Background: an optimization exercise with open tools, aiming at small area, a short achievable clock period and few clock cycles per item. Do not read the settings as production practice.
Function was not checked in any run shown here: the RTL went through the layout flow alone.
In every run shown here, the design's own scripts or RTL, not TritonCTS, make the clock network.
The clock port is modelled as an ideal driver, which makes a skipped or thinned clock tree look cheaper than it is; a real chip needs a root buffer or a tree.
Power and IR drop assume default switching activity.

<file path="flow/config.mk">
export PLATFORM = sky130hd
export DESIGN_NAME = Log2
export DESIGN_NICKNAME = Log2
export VERILOG_FILES = /design/flow/design.v
export SDC_FILE = /design/flow/constraint.sdc
export NUM_CORES = 4
export LEC_CHECK = 0
export CAP_MARGIN = 20
export CORE_AREA = 2.5 2.5 61.5 61.5
export DIE_AREA = 0 0 64 64
export SLEW_MARGIN = 20
</file>
<file path="flow/constraint.sdc">
create_clock -name core_clock -period 10.0 [get_ports {clk}]
set_input_delay 2.0000 -clock core_clock [delete_from_list [all_inputs] [get_ports {clk}]]
set_output_delay 2.0000 -clock core_clock [all_outputs]
set_load 0.01 [all_outputs]
</file>
<file path="flow/design.v">
module Log2(
  input clk,
  input reset,
  input h,
  output reg flag,
  input [7:0] in,
  output reg [7:0] out
);
  reg busy;
  wire [7:0] lut;
  always @(posedge clk or posedge reset) begin
    if (reset) begin
      busy <= 1'b0;
      flag <= 1'b0;
    end else begin
      busy <= h;
      flag <= busy | (flag & ~h);
    end
  end
  always @(posedge clk) begin
    if (busy)
      out <= lut;
    else if (h | ~flag)
      out <= in;
  end
  log2_lut u_lut (.x(out), .y(lut));
endmodule
module log2_lut(input [7:0] x, output [7:0] y);
  wire [7:0] oh;
  assign oh[7] = x[7];
  assign oh[6] = ~x[7] & x[6];
  assign oh[5] = ~|x[7:6] & x[5];
  assign oh[4] = ~|x[7:5] & x[4];
  assign oh[3] = ~|x[7:4] & x[3];
  assign oh[2] = ~|x[7:3] & x[2];
  assign oh[1] = ~|x[7:2] & x[1];
  assign oh[0] = ~|x[7:1];
  wire [2:0] p = {|oh[7:4], |{oh[7:6],oh[3:2]}, |{oh[7],oh[5],oh[3],oh[1]}};
  wire [13:0] xe = {x[6:0], 7'b0};
  wire [6:0] n = ({7{oh[7]}} & x[6:0]) | ({7{oh[6]}} & {x[5:0],1'b0}) | ({7{oh[5]}} & {x[4:0],2'b0})
               | ({7{oh[4]}} & {x[3:0],3'b0}) | ({7{oh[3]}} & {x[2:0],4'b0}) | ({7{oh[2]}} & {x[1:0],5'b0})
               | ({7{oh[1]}} & {x[0],6'b0});
  wire [4:0] g;
  g7 u_g (.n(n), .g(g));
  assign y = {p, g};
endmodule
module g7(input [6:0] n, output [4:0] g);
  wire new_n13, new_n14, new_n15, new_n16, new_n17, new_n18, new_n19,
    new_n20, new_n21, new_n22, new_n23, new_n24, new_n25, new_n26, new_n27,
    new_n28, new_n29, new_n30, new_n31, new_n32, new_n33, new_n34, new_n35,
    new_n36, new_n37, new_n38, new_n39, new_n40, new_n41, new_n42, new_n43,
    new_n44, new_n45, new_n46, new_n47, new_n48, new_n49, new_n50, new_n51,
    new_n52, new_n53, new_n54, new_n55, new_n56, new_n57, new_n58, new_n59,
    new_n60, new_n62, new_n63, new_n64, new_n65, new_n66, new_n67, new_n69,
    new_n71, new_n73, new_n74, new_n75, new_n76, new_n77, new_n78, new_n79;
  assign new_n13 = n[6] & n[5];
  assign new_n14 = ~n[2] & ~n[1];
  assign new_n15 = ~n[3] & n[0];
  assign new_n16 = new_n13 & ~new_n15;
  assign new_n17 = new_n14 & new_n16;
  assign new_n18 = n[3] & ~n[0];
  assign new_n19 = ~n[2] & n[1];
  assign new_n20 = new_n18 & new_n19;
  assign new_n21 = ~n[4] & ~new_n20;
  assign new_n22 = ~new_n17 & new_n21;
  assign new_n23 = new_n13 & ~new_n22;
  assign new_n24 = n[1] & n[0];
  assign new_n25 = n[6] & ~new_n24;
  assign new_n26 = n[3] & n[0];
  assign new_n27 = ~n[6] & n[1];
  assign new_n28 = ~new_n26 & ~new_n27;
  assign new_n29 = ~new_n25 & new_n28;
  assign new_n30 = ~n[5] & ~new_n29;
  assign new_n31 = n[3] & new_n25;
  assign new_n32 = ~new_n30 & ~new_n31;
  assign new_n33 = ~n[2] & ~new_n32;
  assign new_n34 = ~n[5] & ~new_n26;
  assign new_n35 = n[2] & n[1];
  assign new_n36 = n[6] & n[3];
  assign new_n37 = new_n35 & ~new_n36;
  assign new_n38 = new_n14 & new_n29;
  assign new_n39 = ~new_n37 & ~new_n38;
  assign new_n40 = ~new_n34 & ~new_n39;
  assign new_n41 = ~new_n33 & ~new_n40;
  assign new_n42 = ~n[6] & ~n[5];
  assign new_n43 = n[3] & new_n42;
  assign new_n44 = ~new_n13 & ~new_n43;
  assign new_n45 = ~new_n18 & new_n35;
  assign new_n46 = ~n[0] & new_n27;
  assign new_n47 = ~new_n14 & ~new_n46;
  assign new_n48 = ~new_n45 & new_n47;
  assign new_n49 = new_n44 & new_n48;
  assign new_n50 = ~n[0] & new_n42;
  assign new_n51 = new_n49 & new_n50;
  assign new_n52 = new_n41 & ~new_n51;
  assign new_n53 = n[4] & ~new_n52;
  assign new_n54 = ~n[2] & new_n42;
  assign new_n55 = ~new_n53 & new_n54;
  assign new_n56 = ~new_n23 & ~new_n55;
  assign new_n57 = n[3] & new_n56;
  assign new_n58 = ~new_n41 & ~new_n44;
  assign new_n59 = new_n22 & ~new_n49;
  assign new_n60 = ~new_n58 & new_n59;
  assign g[0] = ~new_n53 & ~new_n60;
  assign new_n62 = n[2] & ~g[0];
  assign new_n63 = ~new_n13 & new_n62;
  assign new_n64 = ~new_n42 & new_n63;
  assign new_n65 = ~new_n57 & ~new_n64;
  assign new_n66 = n[4] & ~new_n65;
  assign new_n67 = n[5] & new_n66;
  assign g[4] = n[6] | new_n67;
  assign new_n69 = ~n[5] & ~new_n66;
  assign g[3] = ~new_n67 & ~new_n69;
  assign new_n71 = ~n[4] & new_n65;
  assign g[2] = ~new_n66 & ~new_n71;
  assign new_n73 = ~n[4] & new_n42;
  assign new_n74 = new_n63 & ~new_n73;
  assign new_n75 = new_n57 & ~new_n74;
  assign new_n76 = new_n56 & ~new_n73;
  assign new_n77 = ~new_n62 & ~new_n76;
  assign new_n78 = ~new_n64 & ~new_n77;
  assign new_n79 = ~n[3] & ~new_n78;
  assign g[1] = ~new_n75 & ~new_n79;
endmodule
</file>
<file path="flow/flow/run.sh">
#!/bin/bash
# Standard ORFS layout with these changes:
#  - synthesis maps the logic with the ABC script in flow/abc_area.script
#    (same synthesis script otherwise, so registers keep their names and types);
#  - port buffers are sky130_fd_sc_hd__buf_1 instead of the default delay buffer;
#  - the clock tree is a single clkbuf_8 between the clock port and the ten
#    registers (all registers get the same clock arrival), instead of an H-tree.
set -euo pipefail
rm -rf myscripts
cp -r "$FLOW_HOME/scripts" myscripts
cp flow/abc_area.script myscripts/abc_area.script
python3 - <<'PY'
p = 'myscripts/cts.tcl'
s = open(p).read()
old = 'log_cmd clock_tree_synthesis {*}$cts_args'
assert old in s
new = '''# place the one clock buffer at the centre of the registers it drives
set clk_net [[ord::get_db_block] findNet clk]
set sx 0
set sy 0
set sn 0
foreach iterm [$clk_net getITerms] {
  lassign [[$iterm getInst] getLocation] ix iy
  set sx [expr {$sx + $ix}]
  set sy [expr {$sy + $iy}]
  incr sn
}
set cx [ord::dbu_to_microns [expr {$sx / $sn}]]
set cy [ord::dbu_to_microns [expr {$sy / $sn}]]
puts "clock buffer at $cx $cy for $sn registers"
log_cmd insert_buffer -buffer_cell sky130_fd_sc_hd__clkbuf_8 -net [get_nets clk] -location [list $cx $cy] -buffer_name clkbuf_root -net_name clk_root
set_propagated_clock [all_clocks]'''
open(p, 'w').write(s.replace(old, new))
PY
bash standard.sh synth ABC_AREA=1 SCRIPTS_DIR="$PWD/myscripts" > synth.log 2>&1
bash standard.sh finish SCRIPTS_DIR="$PWD/myscripts" "BUFFER_PORTS_ARGS=-buffer_cell sky130_fd_sc_hd__buf_1" > layout.log 2>&1
</file>
<file path="flow/flow/abc_area.script">
strash
dch
map -D 1600
topo
upsize -D 1900
dnsize -D 1900
</file>
<file path="flow/standard.sh">
#!/bin/bash
# synth_recipe.tcl (not shown) runs the flow's synth.tcl, then flattens the netlist and writes it again
# the make line also repeats each setting of config.mk as NAME=value (left out here)
make -C /OpenROAD-flow-scripts/flow DESIGN_CONFIG=/design/flow/config.mk WORK_HOME=/design/flow/orfs CLKGATE_MAP_FILE= SYNTH_SCRIPT=/design/flow/synth_recipe.tcl "${@:-finish}"
</file>
==> impl_metrics.json, run 1 <==
{
  "final.setup.tns_ns": 0,
  "final_cell_area_um2": 1060,
  "maxCapViolCount": 0,
  "rsz0062_at_grt": "false",
  "grt_overflow": 0,
  "rr_startpoint": "out[7]",
  "ys.flop_type": "edfxtp_1",
  "yosys.area.top_type": "edfxtp_1",
  "die_h_um": 64,
  "status": "no timing/DRC/antenna violations",
  "power_uw": 174,
  "start_kind": "flop",
  "fin_cells": 196,
  "via_count": 968,
  "grt_pass1_vias": 919,
  "synth_area_um2": 920,
  "synth_most_common_cell": "nand2_1",
  "post_cts_buffers": 0,
  "antenna_cells": 0,
  "p_int_uw": 93.9,
  "io_buffers": 19,
  "worstPathArrival_ns": 3.29,
  "antenna_found_initial": 0,
  "initial_core_util": 0.276,
  "routed_wl_um": 2200,
  "post-route-util": 0.318,
  "p_sw_uw": 79.9,
  "syn_inst": 130,
  "cp_max_fo": 7,
  "r2r_end": "out[4]",
  "avgSynthCellArea_um2": 7.07,
  "ys_warn_count": 1,
  "yosys-top-cells-area": "edfxtp_1 26%, nand2_1 14%, clkinv_1 6.9%",
  "place_ws_ns": 6.64,
  "period_share": 0.341,
  "core.rowCount": 21,
  "synth-async-reset-ratio": 0.200,
  "grt_max_degree": 11,
  "drtPass1Iterations": 4,
  "syn_to_final_growth_pct": 15.5,
  "route.detailed.drc": 0,
  "max_freq_mhz": 293,
  "core_um2": 3340,
  "seq_power_share": 0.363,
  "fillerInstances": 381,
  "cp-startpoint": "out[7]",
  "cts_resized": 0,
  "nNetsFinal": 165,
  "synth.top_cell.area_share": 0.261,
  "slew_violations": 0,
  "peakVddDrop_uv": 67.9,
  "hp-class": "flop to flop",
  "hpwlAfterDp_um": 1810,
  "die_area_um2": 4100,
  "regArea_um2": 290,
  "yosys-top-cells-count": "34 x nand2_1, 17 x clkinv_1, 11 x nor2_1",
  "worstPathRequired_ns": 9.88,
  "worstSetupPathType": "flop to flop",
  "synth_cell_types": 32,
  "synthesis.nets": 143,
  "insertion_delay_ns": 0.13,
  "dpl_cell_area_um2": 1050,
  "fin_crit_ns": 3.41,
  "grtUsageTotal": 0.111,
  "relSlewSlack": 0.569,
  "placed_cells": 195,
  "avgViaCountPerCell": 4.94,
  "reg2reg_depth": 18,
  "setup_violations": 0,
  "boundaryPins": 20,
  "r2r_slack_ns": 6.59,
  "multiInputGateArea_um2": 543,
  "tightest_slew_ns": 0.640,
  "power_frac_comb": 0.528,
  "switching_share": 0.459,
  "power_leakage_nw": 0.382,
  "postRouteAntennaNets": 0,
  "avgRoutedWirePerCell_um": 11.2,
  "hold_buffers": 0,
  "powerDensity_nw_per_um2": 164,
  "final.setup.worst_slack_ns": 6.59,
  "drt_iter0_drc": 20,
  "grt_pass1_wl_um": 3900,
  "die_w_um": 64,
  "end_kind": "flop",
  "clk_pin_slew_ns": 0.07,
  "yosysSeqAreaShare": 0.316,
  "cp-endpoint": "out[4]",
  "drive_gt1_frac": 0.120,
  "place.gp.congestion": 0.791,
  "fin_skew_ns": 0.000475,
  "hold_viol": 0,
  "synth_edf_count": 8,
  "whs_ns": 0.550,
  "synth_seq_cells": 10,
  "clkPwrFrac": 0.109
}
[critical path: stages, from the launching register on]
cell,delay [ns]
edfxtp_1,0.51
inv_2,0.16
nand2_1,0.08
nor3_1,0.42
nand2_1,0.13
o2111ai_2,0.18
nand2_1,0.12
nand2_1,0.11
nor2_1,0.04
o22ai_1,0.15
nand2_1,0.12
a21oi_1,0.18
o21ai_2,0.10
nand4_1,0.10
o21ai_0,0.11
ha_1,0.20
ha_1,0.17
o21ai_0,0.20
nand2_1,0.09
[worst min-delay path by stage]
| stage | from | end | slack [ns] | depth (start not counted) |
|---|---|---|---|---|
| global placement | flag | flag | 0.53 | 2 |
| floorplan | flag | flag | 0.56 | 2 |
| global route | flag | flag | 0.59 | 2 |
| detailed placement | flag | flag | 0.55 | 2 |
| finish | flag | flag | 0.55 | 2 |
| CTS | flag | flag | 0.56 | 2 |
[flip-flops by register name (all words and copies together) (netlist names)]
name,cells
busy,1
out,8
flag,1
[kinds of logic (layout without fill, tap and decap cells)]
family                   Yosys count  count (layout)  share of synthesized area
adder cells (fa/ha/maj)            2               2                     0.0272
AND/OR/NAND/NOR                   60              60                      0.284
AO/OA/AOI/OAI                     35              35                      0.279
flip-flops                        10              10                      0.316
buffers and inverters             23              43                     0.0939
[power groups by stage]
stage / Clock [mW] / Combinational [mW] / Sequential (mW)
after global placement: 0 / 0.0909 / 0.0642
final: 0.0190 / 0.0917 / 0.0631
after detailed placement: 0 / 0.0910 / 0.0639
after CTS: 0.0193 / 0.0916 / 0.0630
after global routing: 0.0215 / 0.105 / 0.0640
after floorplan: 0 / 0.0676 / 0.0647
[per-layer routing]
metal / routed length [um] / share of wire / vias up / GRT usage
li1: - / - / 496 / -
met1: 1060 / 0.48 / 440 / 0.152
met2: 985 / 0.45 / 28 / 0.189
met3: 122 / 0.055 / 4 / 0.00880
met4: 36 / 0.016 / 0 / 0.0245
met5: 0 / 0 / - / 0
[cell usage in the layout, fill, tap and decap left out, types with 2 or more instances in the layout]
master     instances
nor4_1             2
nor3_1             2
o21ai_0            8
nor2_2             4
o21ai_2            2
o21ai_1            4
edfxtp_1           8
clkinv_1          17
o22ai_1            5
nand3_1            2
a21oi_1            3
o2111ai_2          2
buf_1             19
nand4_1            3
ha_1               2
nor2_1            11
inv_2              5
dfrtp_1            2
nand2_1           34
[cell type report, clock buffers not listed]
cell class,instances,share of cell area
multi-input combinational,97,0.511
sequential,10,0.273
inverter,23,0.0813
timing repair buffer,19,0.0671
tap,46,0.0542
==> run 2, diff against run 1 <==
==> flow/design.v (replaced) <==
module Log2(
  input clk,
  input reset,
  input h,
  output reg flag,
  input [7:0] in,
  output reg [7:0] out
);
  reg busy;
  wire [7:0] lut;
  always @(posedge clk or posedge reset) begin
    if (reset) begin
      busy <= 1'b0;
      flag <= 1'b0;
    end else begin
      busy <= h;
      flag <= busy | (flag & ~h);
    end
  end
  always @(posedge clk) begin
    if (busy)
      out <= lut;
    else if (h | ~flag)
      out <= in;
  end
  log2_lut u_lut (.x(out), .y(lut));
endmodule
module log2_lut(input [7:0] x, output [7:0] y);
  wire [7:0] oh;
  assign oh[7] = x[7];
  assign oh[6] = ~x[7] & x[6];
  assign oh[5] = ~|x[7:6] & x[5];
  assign oh[4] = ~|x[7:5] & x[4];
  assign oh[3] = ~|x[7:4] & x[3];
  assign oh[2] = ~|x[7:3] & x[2];
  assign oh[1] = ~|x[7:2] & x[1];
  assign oh[0] = ~|x[7:1];
  wire [2:0] p = {|oh[7:4], |{oh[7:6],oh[3:2]}, |{oh[7],oh[5],oh[3],oh[1]}};
  wire [13:0] xe = {x[6:0], 7'b0};
  wire [6:0] n = ({7{oh[7]}} & x[6:0]) | ({7{oh[6]}} & {x[5:0],1'b0}) | ({7{oh[5]}} & {x[4:0],2'b0})
               | ({7{oh[4]}} & {x[3:0],3'b0}) | ({7{oh[3]}} & {x[2:0],4'b0}) | ({7{oh[2]}} & {x[1:0],5'b0})
               | ({7{oh[1]}} & {x[0],6'b0});
  wire [4:0] g;
  g7 u_g (.n(n), .g(g));
  assign y = {p, g};
endmodule
module g7(input [6:0] n, output [4:0] g);
  wire new_n13, new_n14, new_n15, new_n16, new_n17, new_n18, new_n19,
    new_n20, new_n21, new_n22, new_n23, new_n24, new_n25, new_n26, new_n27,
    new_n28, new_n29, new_n30, new_n31, new_n32, new_n33, new_n34, new_n35,
    new_n36, new_n37, new_n38, new_n39, new_n40, new_n41, new_n42, new_n43,
    new_n44, new_n45, new_n46, new_n47, new_n48, new_n49, new_n50, new_n51,
    new_n52, new_n53, new_n54, new_n55, new_n56, new_n57, new_n58, new_n59,
    new_n60, new_n61, new_n62, new_n63, new_n64, new_n65, new_n66, new_n67,
    new_n69, new_n71, new_n72, new_n73, new_n74, new_n76, new_n77, new_n78,
    new_n79, new_n81, new_n82, new_n83;
  assign new_n13 = n[5] & n[0];
  assign new_n14 = ~n[1] & ~new_n13;
  assign new_n15 = n[6] & n[4];
  assign new_n16 = ~new_n14 & ~new_n15;
  assign new_n17 = n[3] & ~new_n16;
  assign new_n18 = ~n[6] & ~n[1];
  assign new_n19 = n[4] & ~new_n18;
  assign new_n20 = ~n[3] & ~new_n19;
  assign new_n21 = ~new_n17 & ~new_n20;
  assign new_n22 = n[6] & ~n[5];
  assign new_n23 = ~n[0] & ~new_n22;
  assign new_n24 = n[1] & ~new_n23;
  assign new_n25 = n[5] & ~n[4];
  assign new_n26 = n[6] & new_n25;
  assign new_n27 = new_n14 & new_n26;
  assign new_n28 = ~new_n24 & ~new_n27;
  assign new_n29 = ~new_n21 & new_n28;
  assign new_n30 = n[6] & n[0];
  assign new_n31 = ~n[2] & ~new_n30;
  assign new_n32 = n[1] & ~new_n31;
  assign new_n33 = ~new_n18 & ~new_n32;
  assign new_n34 = new_n25 & ~new_n33;
  assign new_n35 = ~n[5] & n[4];
  assign new_n36 = ~n[2] & ~new_n35;
  assign new_n37 = ~new_n34 & new_n36;
  assign new_n38 = ~new_n29 & new_n37;
  assign new_n39 = n[2] & new_n26;
  assign new_n40 = ~n[6] & n[5];
  assign new_n41 = n[3] & ~new_n40;
  assign new_n42 = ~new_n35 & ~new_n41;
  assign new_n43 = ~new_n39 & new_n42;
  assign new_n44 = ~new_n33 & ~new_n43;
  assign new_n45 = ~n[4] & new_n23;
  assign new_n46 = n[4] & n[0];
  assign new_n47 = ~new_n30 & ~new_n46;
  assign new_n48 = ~new_n45 & new_n47;
  assign new_n49 = n[2] & new_n15;
  assign new_n50 = n[3] & ~new_n49;
  assign new_n51 = ~new_n48 & new_n50;
  assign new_n52 = new_n44 & ~new_n51;
  assign new_n53 = ~new_n38 & ~new_n52;
  assign new_n54 = n[2] & ~n[1];
  assign new_n55 = ~new_n26 & new_n54;
  assign new_n56 = new_n53 & ~new_n55;
  assign new_n57 = n[2] & ~new_n26;
  assign new_n58 = new_n56 & new_n57;
  assign new_n59 = ~n[3] & ~new_n58;
  assign new_n60 = ~new_n25 & ~new_n35;
  assign new_n61 = ~n[2] & ~new_n53;
  assign new_n62 = ~new_n60 & ~new_n61;
  assign new_n63 = ~new_n22 & ~new_n40;
  assign new_n64 = ~new_n62 & new_n63;
  assign new_n65 = ~new_n59 & ~new_n64;
  assign new_n66 = n[4] & new_n65;
  assign new_n67 = n[5] & new_n66;
  assign g[4] = n[6] | new_n67;
  assign new_n69 = ~n[5] & ~new_n66;
  assign g[3] = ~new_n67 & ~new_n69;
  assign new_n71 = ~n[4] & n[3];
  assign new_n72 = n[2] & new_n71;
  assign new_n73 = ~n[4] & ~new_n65;
  assign new_n74 = ~new_n66 & ~new_n73;
  assign g[2] = new_n72 | new_n74;
  assign new_n76 = ~new_n59 & ~new_n72;
  assign new_n77 = new_n64 & ~new_n76;
  assign new_n78 = n[3] & new_n58;
  assign new_n79 = new_n65 & ~new_n78;
  assign g[1] = ~new_n77 & ~new_n79;
  assign new_n81 = ~new_n46 & new_n54;
  assign new_n82 = new_n44 & new_n81;
  assign new_n83 = ~new_n65 & new_n82;
  assign g[0] = ~new_n56 & ~new_n83;
endmodule
==> run 2 against run 1 <==
Combinational power rose by 4.8%. Clock power barely moved. Via count rose by 9.7%. Fmax fell by 4.3%. First-iteration DRC count rose by 70%. Core utilization rose by 1.5 points. Critical path type unchanged. Sequential power rose by 2%. Area after synthesis rose by 5.6%. Critical endpoint is now out[3]. Largest cell class unchanged. Synthesized cell count rose by 7.7%. Wire length rose by 9.9%. Die area did not move.
==> impl_metrics.json, run 2 <==
{
  "reg2reg_depth": 19,
  "setup_violations": 0,
  "critPathMaxStageDelay_ns": 0.46,
  "hold_viol": 0,
  "largest_reg_flops": 8,
  "boundaryPins": 20,
  "place.gp.congestion": 0.903,
  "insertion_delay_ns": 0.13,
  "synthesis.nets": 157,
  "cpMaxStageDelayCell": "edfxtp_1",
  "yosys.area.top_type": "edfxtp_1",
  "grt_pass1_vias": 937,
  "hold_depth": 2,
  "status": "no timing/DRC/antenna violations",
  "yosysSeqAreaShare": 0.299,
  "initial_core_util": 0.291,
  "drtPass1Iterations": 4,
  "cp_max_fo": 5,
  "final.setup.worst_slack_ns": 6.43,
  "fin_skew_ns": 0.000202,
  "powerDensity_nw_per_um2": 161,
  "crit_chain": "nor2_1 -> nand2_1 -> nor4_1 -> nand2_1 -> nand4_1 -> clkinv_1 -> ha_1 -> nor2_1 -> nand2_1 -> nand3_1 -> o211ai_1 -> nand3_1 -> a21boi_1 -> o21bai_1 -> a21oi_1 -> ha_1 -> ha_1 -> nand2_1 -> nand2_1",
  "hp-class": "flop to flop",
  "route.detailed.drc": 0,
  "ys_warn_count": 1,
  "avgSynthCellArea_um2": 6.94,
  "hold_buffers": 0,
  "die_area_um2": 4100,
  "fin_crit_ns": 3.57,
  "antenna_found_initial": 0,
  "synth_edf_count": 8,
  "die_w_um": 64,
  "maxCapViolCount": 0,
  "synth_area_um2": 971,
  "rr_startpoint": "out[7]",
  "regMostFlops": "out",
  "avgViaCountPerCell": 5.16,
  "yosys-top-cells-count": "37 x nand2_1, 19 x clkinv_1, 13 x nor2_1",
  "worstPathRequired_ns": 9.89,
  "clk_pin_slew_ns": 0.07,
  "worstSetupPathType": "flop to flop",
  "routed_wl_um": 2420,
  "synth_cell_types": 27,
  "tightest_slew_ns": 0.703,
  "max_freq_mhz": 280,
  "grt_pass1_wl_um": 4020,
  "avgRoutedWirePerCell_um": 11.7,
  "whs_ns": 0.551,
  "period_share": 0.357,
  "place_ws_ns": 6.45,
  "start_kind": "flop",
  "relSlewSlack": 0.532,
  "rsz0062_at_grt": "false",
  "nNetsFinal": 179,
  "top_regs": "out x8, busy x1, flag x1",
  "synth-async-reset-ratio": 0.200,
  "die_h_um": 64,
  "antenna_cells": 0,
  "io_buffers": 19,
  "end_kind": "flop",
  "drt_iter0_drc": 34,
  "grt_overflow": 0,
  "grt_max_degree": 11,
  "cpMostUsedCell": "nand2_1",
  "via_count": 1062,
  "ys.flop_type": "edfxtp_1",
  "synth_most_common_cell": "nand2_1",
  "core_um2": 3340,
  "slew_violations": 0,
  "final.setup.tns_ns": 0,
  "worstPathArrival_ns": 3.46,
  "postRouteAntennaNets": 0,
  "worstHoldStart": "flag",
  "power_leakage_nw": 0.400,
  "final_common_cell": "nand2_1",
  "syn_to_final_growth_pct": 14.7,
  "peakVddDrop_uv": 96.9,
  "cts_resized": 0,
  "final_cell_mix": "37 x nand2_1, 19 x clkinv_1, 19 x buf_1, 13 x nor2_1, 9 x a21oi_1",
  "yosys-top-cells-area": "edfxtp_1 25%, nand2_1 14%, ha_1 7.7%",
  "syn_inst": 140,
  "synth_seq_cells": 10,
  "synth.top_cell.area_share": 0.247,
  "core.rowCount": 21,
  "cp-startpoint": "out[7]",
  "post_cts_buffers": 0,
  "grtUsageTotal": 0.116,
  "drive_gt1_frac": 0.0625,
  "hpwlAfterDp_um": 1950
}
-- run 2: final timing paths --
check / end / slack, ns
max: out[3] / 6.43
min in group asynchronous: flag / 1.67
min reg2reg: flag / 0.55
min: flag / 0.55
max in group asynchronous: busy / 8.23
max reg2reg: out[3] / 6.43
-- run 2: critical path: cells and delay by family, from the launching register on --
| kind | cells | cell delay [ns] |
|---|---|---|
| buffers and inverters | 1 | 0.17 |
| DFF | 1 | 0.46 |
| AOI/OAI and AO/OA | 4 | 0.64 |
| adders and majority gates | 3 | 0.59 |
| and+or+nand+nor | 11 | 1.47 |
-- run 2: where the power goes --
| group | internal [mW] | total, mW | leakage [nW] | switching [mW] |
|---|---|---|---|---|
| registers | 0.0538 | 0.0644 | 0.103 | 0.0106 |
| logic | 0.0331 | 0.0961 | 0.290 | 0.0630 |
| clock network | 0.00909 | 0.0187 | 0.00719 | 0.00957 |
| total | 0.0959 | 0.179 | 0.400 | 0.0832 |
-- run 2: layer usage --
metal | share of wire | up-vias | routed length [um] | track usage
li1 | - | 536 | - | -
met1 | 0.47 | 482 | 1130 | 0.162
met2 | 0.46 | 38 | 1110 | 0.191
met3 | 0.063 | 6 | 151 | 0.0123
met4 | 0.012 | 0 | 30 | 0.0272
met5 | 0 | - | 0 | 0
-- run 2: area by class of cell, clock buffers not listed --
| class | instances | area [um^2] |
|---|---|---|
| inverter | 21 | 78.8 |
| fill | 359 | 2220 |
| timing repair buffer | 19 | 71.3 |
| multi-input combinational | 109 | 602 |
| sequential | 10 | 290 |
| tap | 46 | 57.6 |
-- run 2: metrics by stage --
step / std cells / area, um^2 / total power, mW / utilization
final: 206 / 1110 / 0.179 / 0.334
after global routing: 206 / 1110 / 0.194 / 0.334
after CTS: 206 / 1110 / 0.178 / 0.334
after detailed placement: 205 / 1100 / 0.160 / 0.330
after global placement: 205 / 1100 / 0.161 / 0.330
after floorplan: 140 / 971 / 0.135 / -
-- run 2: logic make-up (layout without fill, tap and decap cells) --
| kind of cell | after synthesis | in the layout | synth area share |
|---|---|---|---|
| adders and majority gates | 6 | 6 | 0.0773 |
| AOI/OAI and AO/OA | 33 | 33 | 0.227 |
| buffers and inverters | 21 | 41 | 0.0812 |
| and+or+nand+nor | 70 | 70 | 0.316 |
| DFF | 10 | 10 | 0.299 |
==> run 3, diff against run 2 <==
==> flow/design.v (replaced) <==
module Log2(
  input clk,
  input reset,
  input h,
  output reg flag,
  input [7:0] in,
  output reg [7:0] out
);
  reg busy;
  wire [7:0] lut;
  always @(posedge clk or posedge reset) begin
    if (reset) begin
      busy <= 1'b0;
      flag <= 1'b0;
    end else begin
      busy <= h;
      flag <= busy | (flag & ~h);
    end
  end
  always @(posedge clk) begin
    if (busy)
      out <= lut;
    else if (h | ~flag)
      out <= in;
  end
  log2_lut u_lut (.x(out), .y(lut));
endmodule
module log2_lut(input [7:0] x, output [7:0] y);
  wire [7:0] oh;
  assign oh[7] = x[7];
  assign oh[6] = ~x[7] & x[6];
  assign oh[5] = ~|x[7:6] & x[5];
  assign oh[4] = ~|x[7:5] & x[4];
  assign oh[3] = ~|x[7:4] & x[3];
  assign oh[2] = ~|x[7:3] & x[2];
  assign oh[1] = ~|x[7:2] & x[1];
  assign oh[0] = ~|x[7:1];
  wire [2:0] p = {|oh[7:4], |{oh[7:6],oh[3:2]}, |{oh[7],oh[5],oh[3],oh[1]}};
  wire [13:0] xe = {x[6:0], 7'b0};
  wire [6:0] n = ({7{oh[7]}} & x[6:0]) | ({7{oh[6]}} & {x[5:0],1'b0}) | ({7{oh[5]}} & {x[4:0],2'b0})
               | ({7{oh[4]}} & {x[3:0],3'b0}) | ({7{oh[3]}} & {x[2:0],4'b0}) | ({7{oh[2]}} & {x[1:0],5'b0})
               | ({7{oh[1]}} & {x[0],6'b0});
  wire [4:0] g;
  g7 u_g (.n(n), .g(g));
  assign y = {p, g};
endmodule
module g7(input [6:0] n, output [4:0] g);
  wire new_n13, new_n14, new_n15, new_n16, new_n17, new_n18, new_n19,
    new_n20, new_n21, new_n22, new_n23, new_n24, new_n25, new_n26, new_n27,
    new_n28, new_n29, new_n30, new_n31, new_n32, new_n33, new_n34, new_n35,
    new_n36, new_n37, new_n38, new_n39, new_n40, new_n41, new_n42, new_n43,
    new_n44, new_n45, new_n46, new_n47, new_n48, new_n49, new_n50, new_n51,
    new_n52, new_n53, new_n54, new_n55, new_n56, new_n57, new_n58, new_n59,
    new_n60, new_n61, new_n62, new_n63, new_n64, new_n65, new_n66, new_n68,
    new_n70, new_n72, new_n73, new_n74, new_n75, new_n76, new_n77, new_n78,
    new_n79, new_n80, new_n81, new_n82, new_n83, new_n84, new_n85, new_n87,
    new_n88, new_n89, new_n90, new_n91;
  assign new_n13 = n[6] & n[5];
  assign new_n14 = ~n[6] & ~n[5];
  assign new_n15 = ~new_n13 & ~new_n14;
  assign new_n16 = ~n[3] & ~new_n15;
  assign new_n17 = ~n[5] & n[3];
  assign new_n18 = ~n[3] & n[1];
  assign new_n19 = n[1] & n[0];
  assign new_n20 = ~new_n18 & ~new_n19;
  assign new_n21 = n[5] & ~new_n20;
  assign new_n22 = ~n[6] & ~n[0];
  assign new_n23 = ~n[2] & ~new_n22;
  assign new_n24 = ~new_n21 & new_n23;
  assign new_n25 = ~n[3] & n[2];
  assign new_n26 = n[1] & new_n25;
  assign new_n27 = new_n13 & ~new_n26;
  assign new_n28 = ~new_n13 & new_n18;
  assign new_n29 = ~n[6] & ~n[1];
  assign new_n30 = new_n17 & new_n29;
  assign new_n31 = ~new_n28 & ~new_n30;
  assign new_n32 = ~new_n27 & new_n31;
  assign new_n33 = ~n[4] & ~new_n32;
  assign new_n34 = ~new_n24 & new_n33;
  assign new_n35 = ~new_n17 & ~new_n34;
  assign new_n36 = n[4] & n[1];
  assign new_n37 = ~n[6] & ~n[2];
  assign new_n38 = ~new_n36 & new_n37;
  assign new_n39 = ~new_n35 & ~new_n38;
  assign new_n40 = ~n[6] & n[3];
  assign new_n41 = n[4] & n[0];
  assign new_n42 = n[5] & ~new_n41;
  assign new_n43 = new_n40 & ~new_n42;
  assign new_n44 = n[6] & n[4];
  assign new_n45 = n[1] & ~new_n44;
  assign new_n46 = ~new_n43 & ~new_n45;
  assign new_n47 = ~n[5] & n[4];
  assign new_n48 = ~new_n46 & ~new_n47;
  assign new_n49 = n[6] & ~n[4];
  assign new_n50 = n[0] & new_n49;
  assign new_n51 = ~n[6] & ~n[4];
  assign new_n52 = ~new_n50 & ~new_n51;
  assign new_n53 = new_n16 & new_n52;
  assign new_n54 = new_n46 & new_n53;
  assign new_n55 = ~new_n48 & ~new_n54;
  assign new_n56 = n[2] & ~new_n55;
  assign new_n57 = new_n17 & new_n50;
  assign new_n58 = ~n[5] & ~new_n41;
  assign new_n59 = new_n40 & ~new_n58;
  assign new_n60 = ~new_n16 & ~new_n59;
  assign new_n61 = ~new_n57 & new_n60;
  assign new_n62 = ~new_n56 & new_n61;
  assign new_n63 = ~new_n39 & new_n62;
  assign new_n64 = ~new_n16 & ~new_n63;
  assign new_n65 = n[4] & new_n64;
  assign new_n66 = n[5] & new_n65;
  assign g[4] = n[6] | new_n66;
  assign new_n68 = ~n[5] & ~new_n65;
  assign g[3] = ~new_n66 & ~new_n68;
  assign new_n70 = ~n[4] & ~new_n64;
  assign g[2] = ~new_n65 & ~new_n70;
  assign new_n72 = ~new_n22 & ~new_n36;
  assign new_n73 = new_n56 & ~new_n72;
  assign new_n74 = ~n[2] & new_n55;
  assign new_n75 = ~new_n34 & ~new_n74;
  assign new_n76 = ~new_n73 & new_n75;
  assign new_n77 = ~n[1] & new_n76;
  assign new_n78 = n[2] & ~new_n61;
  assign new_n79 = ~new_n44 & ~new_n51;
  assign new_n80 = ~n[3] & ~n[2];
  assign new_n81 = new_n79 & new_n80;
  assign new_n82 = ~new_n78 & ~new_n81;
  assign new_n83 = ~new_n77 & ~new_n82;
  assign new_n84 = new_n25 & new_n47;
  assign new_n85 = ~new_n63 & ~new_n84;
  assign g[1] = new_n83 | ~new_n85;
  assign new_n87 = new_n64 & g[1];
  assign new_n88 = ~new_n19 & ~new_n79;
  assign new_n89 = new_n82 & ~new_n88;
  assign new_n90 = ~new_n64 & new_n89;
  assign new_n91 = ~new_n76 & ~new_n90;
  assign g[0] = ~new_n87 & ~new_n91;
endmodule
==> run 3 against run 2 <==
Largest cell class unchanged. Core utilization down 0.26 points. First-iteration DRC count fell by 26%. Highest routed layer unchanged. Final cell count decreased by 2.9%.
==> impl_metrics.json, run 3 <==
{
  "cts_resized": 0,
  "post_cts_buffers": 0,
  "cp_top_family": "simple AND/OR/NAND/NOR gates",
  "syn_inst": 134,
  "top_regs": "out x8, busy x1, flag x1",
  "critPathMaxStageDelay_ns": 0.56,
  "power_leakage_nw": 0.410,
  "postRouteAntennaNets": 0,
  "yosys-top-cells-area": "edfxtp_1 25%, nand2_1 13%, ha_1 7.8%",
  "synth_cell_types": 28,
  "synth.top_cell.area_share": 0.250,
  "routed_wl_um": 2240,
  "fin_crit_ns": 3.47,
  "place.gp.congestion": 0.862,
  "synth_edf_count": 8,
  "synth_area_um2": 962,
  "route.detailed.drc": 0,
  "largest_reg_flops": 8,
  "max_freq_mhz": 288,
  "ys_warn_count": 1,
  "ys.flop_type": "edfxtp_1",
  "io_buffers": 19,
  "final_common_cell": "nand2_1",
  "antenna_cells": 0,
  "core.rowCount": 21,
  "power_frac_comb": 0.551,
  "crit_chain": "nor2_2 -> nand3_1 -> nor2_1 -> nand2_1 -> o2111ai_2 -> clkinv_1 -> ha_1 -> a21oi_1 -> nand3_1 -> o21a_1 -> nor2_2 -> nor3_1 -> nor2_1 -> ha_1 -> ha_1 -> nand2_1 -> nand2_1",
  "final.setup.tns_ns": 0,
  "grt_max_degree": 12,
  "path_buf_inv": 1,
  "r2r_end": "out[3]",
  "p_int_uw": 104,
  "avgSynthCellArea_um2": 7.18,
  "insertion_delay_ns": 0.13,
  "synth_seq_cells": 10,
  "synth-async-reset-ratio": 0.200,
  "drt_iter0_drc": 25,
  "final_cell_mix": "33 x nand2_1, 19 x buf_1, 17 x clkinv_1, 13 x o21ai_0, 11 x nor2_1",
  "setup_violations": 0,
  "worstPathRequired_ns": 9.88,
  "fillerInstances": 367,
  "rr_startpoint": "out[7]",
  "cp-startpoint": "out[7]",
  "cpMaxStageDelayCell": "edfxtp_1",
  "end_kind": "flop",
  "power_uw": 201,
  "clk_pin_slew_ns": 0.06,
  "period_share": 0.347,
  "drive_gt1_frac": 0.0779,
  "die_area_um2": 4100,
  "avgRoutedWirePerCell_um": 11.2,
  "regMostFlops": "out",
  "nNetsFinal": 173,
  "synthesis.nets": 151,
  "powerDensity_nw_per_um2": 182,
  "rsz0062_at_grt": "false",
  "antenna_found_initial": 0,
  "hold_viol": 0,
  "yosysSeqAreaShare": 0.302,
  "tightest_slew_ns": 0.458,
  "worstPathArrival_ns": 3.35,
  "die_h_um": 64,
  "cp-endpoint": "out[3]",
  "yosys-top-cells-count": "33 x nand2_1, 17 x clkinv_1, 13 x o21ai_0",
  "core_um2": 3340,
  "syn_to_final_growth_pct": 14.8,
  "maxCapViolCount": 0,
  "status": "no timing/DRC/antenna violations",
  "hold_buffers": 0,
  "boundaryPins": 20,
  "avgViaCountPerCell": 4.95,
  "via_count": 990,
  "grt_pass1_vias": 911,
  "hp-class": "flop to flop",
  "fin_skew_ns": 0.000353,
  "grtUsageTotal": 0.109,
  "peakVddDrop_uv": 125,
  "worstSetupPathType": "flop to flop",
  "switching_share": 0.483,
  "seq_power_share": 0.360,
  "synth_most_common_cell": "nand2_1",
  "initial_core_util": 0.288,
  "cp_max_fo": 10,
  "p_sw_uw": 97.1,
  "slew_violations": 0,
  "hpwlAfterDp_um": 1810,
  "grt_pass1_wl_um": 3800,
  "yosys.area.top_type": "edfxtp_1",
  "die_w_um": 64,
  "drtPass1Iterations": 4,
  "r2r_slack_ns": 6.53,
  "relSlewSlack": 0.692,
  "clkPwrFrac": 0.089,
  "path_depth": 17,
  "grt_overflow": 0,
  "reg2reg_depth": 17,
  "start_kind": "flop"
}
==> run 3: cell type report, clock buffers not listed <==
| cell class | instances | area [um^2] | area share |
|---|---|---|---|
| inverters | 20 | 75.1 | 0.0680 |
| multi-input cells | 104 | 597 | 0.540 |
| flip-flops and latches | 10 | 290 | 0.263 |
| well taps | 46 | 57.6 | 0.0521 |
| repair buffers | 19 | 71.3 | 0.0646 |
==> run 3: tightest hold or removal path, stage by stage, from the launching register on <==
cell	delay [ns]
dfrtp_1	0.38
clkinv_1	0.06
o21ai_0	0.06
==> run 3: metal layers <==
metal  up-vias  track usage  part of all wire
met4         0       0.0109            0.0045
met5         -            0                 0
li1        517            -                 -
met3         2      0.00352             0.034
met2        22        0.190              0.46
met1       449        0.154              0.50
==> run 3: worst min path at each step <==
stage / from / to / cells past startpoint
final: flag / flag / 2
after global routing: flag / flag / 2
after CTS: flag / flag / 2
after detailed placement: flag / flag / 2
after global placement: flag / flag / 2
after floorplan: flag / flag / 2
==> run 3: cell families after synthesis <==
kind of cell | after synthesis | share of synthesized area
fa+ha+maj | 6 | 0.0780
buf+inv | 20 | 0.0780
compound gates | 36 | 0.251
flops | 10 | 0.302
simple gates | 62 | 0.291
==> run 3: metrics by stage <==
step                hold WS [ns]  std cells  setup WS [ns]  utilization  instance area, um^2
CTS                        0.545        200           6.56        0.331                 1100
global placement           0.531        199           6.64        0.327                 1090
detailed placement         0.537        199           6.57        0.327                 1090
global route               0.587        200           6.24        0.331                 1100
finish                     0.538        200           6.53        0.331                 1100
floorplan                  0.561        134           7.00            -                  962
==> run 3: power by group through the flow <==
| stage | clock (mW) | sequential [mW] | combinational, mW |
|---|---|---|---|
| after floorplan | 0 | 0.0722 | 0.0804 |
| after global placement | 0 | 0.0733 | 0.111 |
| after global routing | 0.0207 | 0.0737 | 0.129 |
| after CTS | 0.0183 | 0.0718 | 0.111 |
| after detailed placement | 0 | 0.0726 | 0.111 |
| final | 0.0179 | 0.0723 | 0.111 |

==> separate check: timing with driven ports <==
No port has a modelled driver above. Below, the same layouts with a new extraction and two added sets of constraints.
Step 1 sets driving cells, clkbuf_16 on the clock port and buf_2 on the other inputs (assumed; they add their load-dependent delay and slew).
Step 2 moves the port delays by t, midway between the first and last clock arrival at a register: inputs arrive t later, outputs are due t later. That takes back most of the time a late clock gives input paths.
a / b / c = no drivers / after step 1 / after step 2; a / b = the first two.
run | t (ns) | slack for setup (ns) | worst setup path at the end
run 1 | 0.152 | 6.587 / 6.587 / 6.587 | register to register
run 2 | 0.149 | 6.434 / 6.434 / 6.434 | register to register
run 3 | 0.145 | 6.532 / 6.532 / 6.532 | register to register
After both steps setup and hold are still met in every run listed.
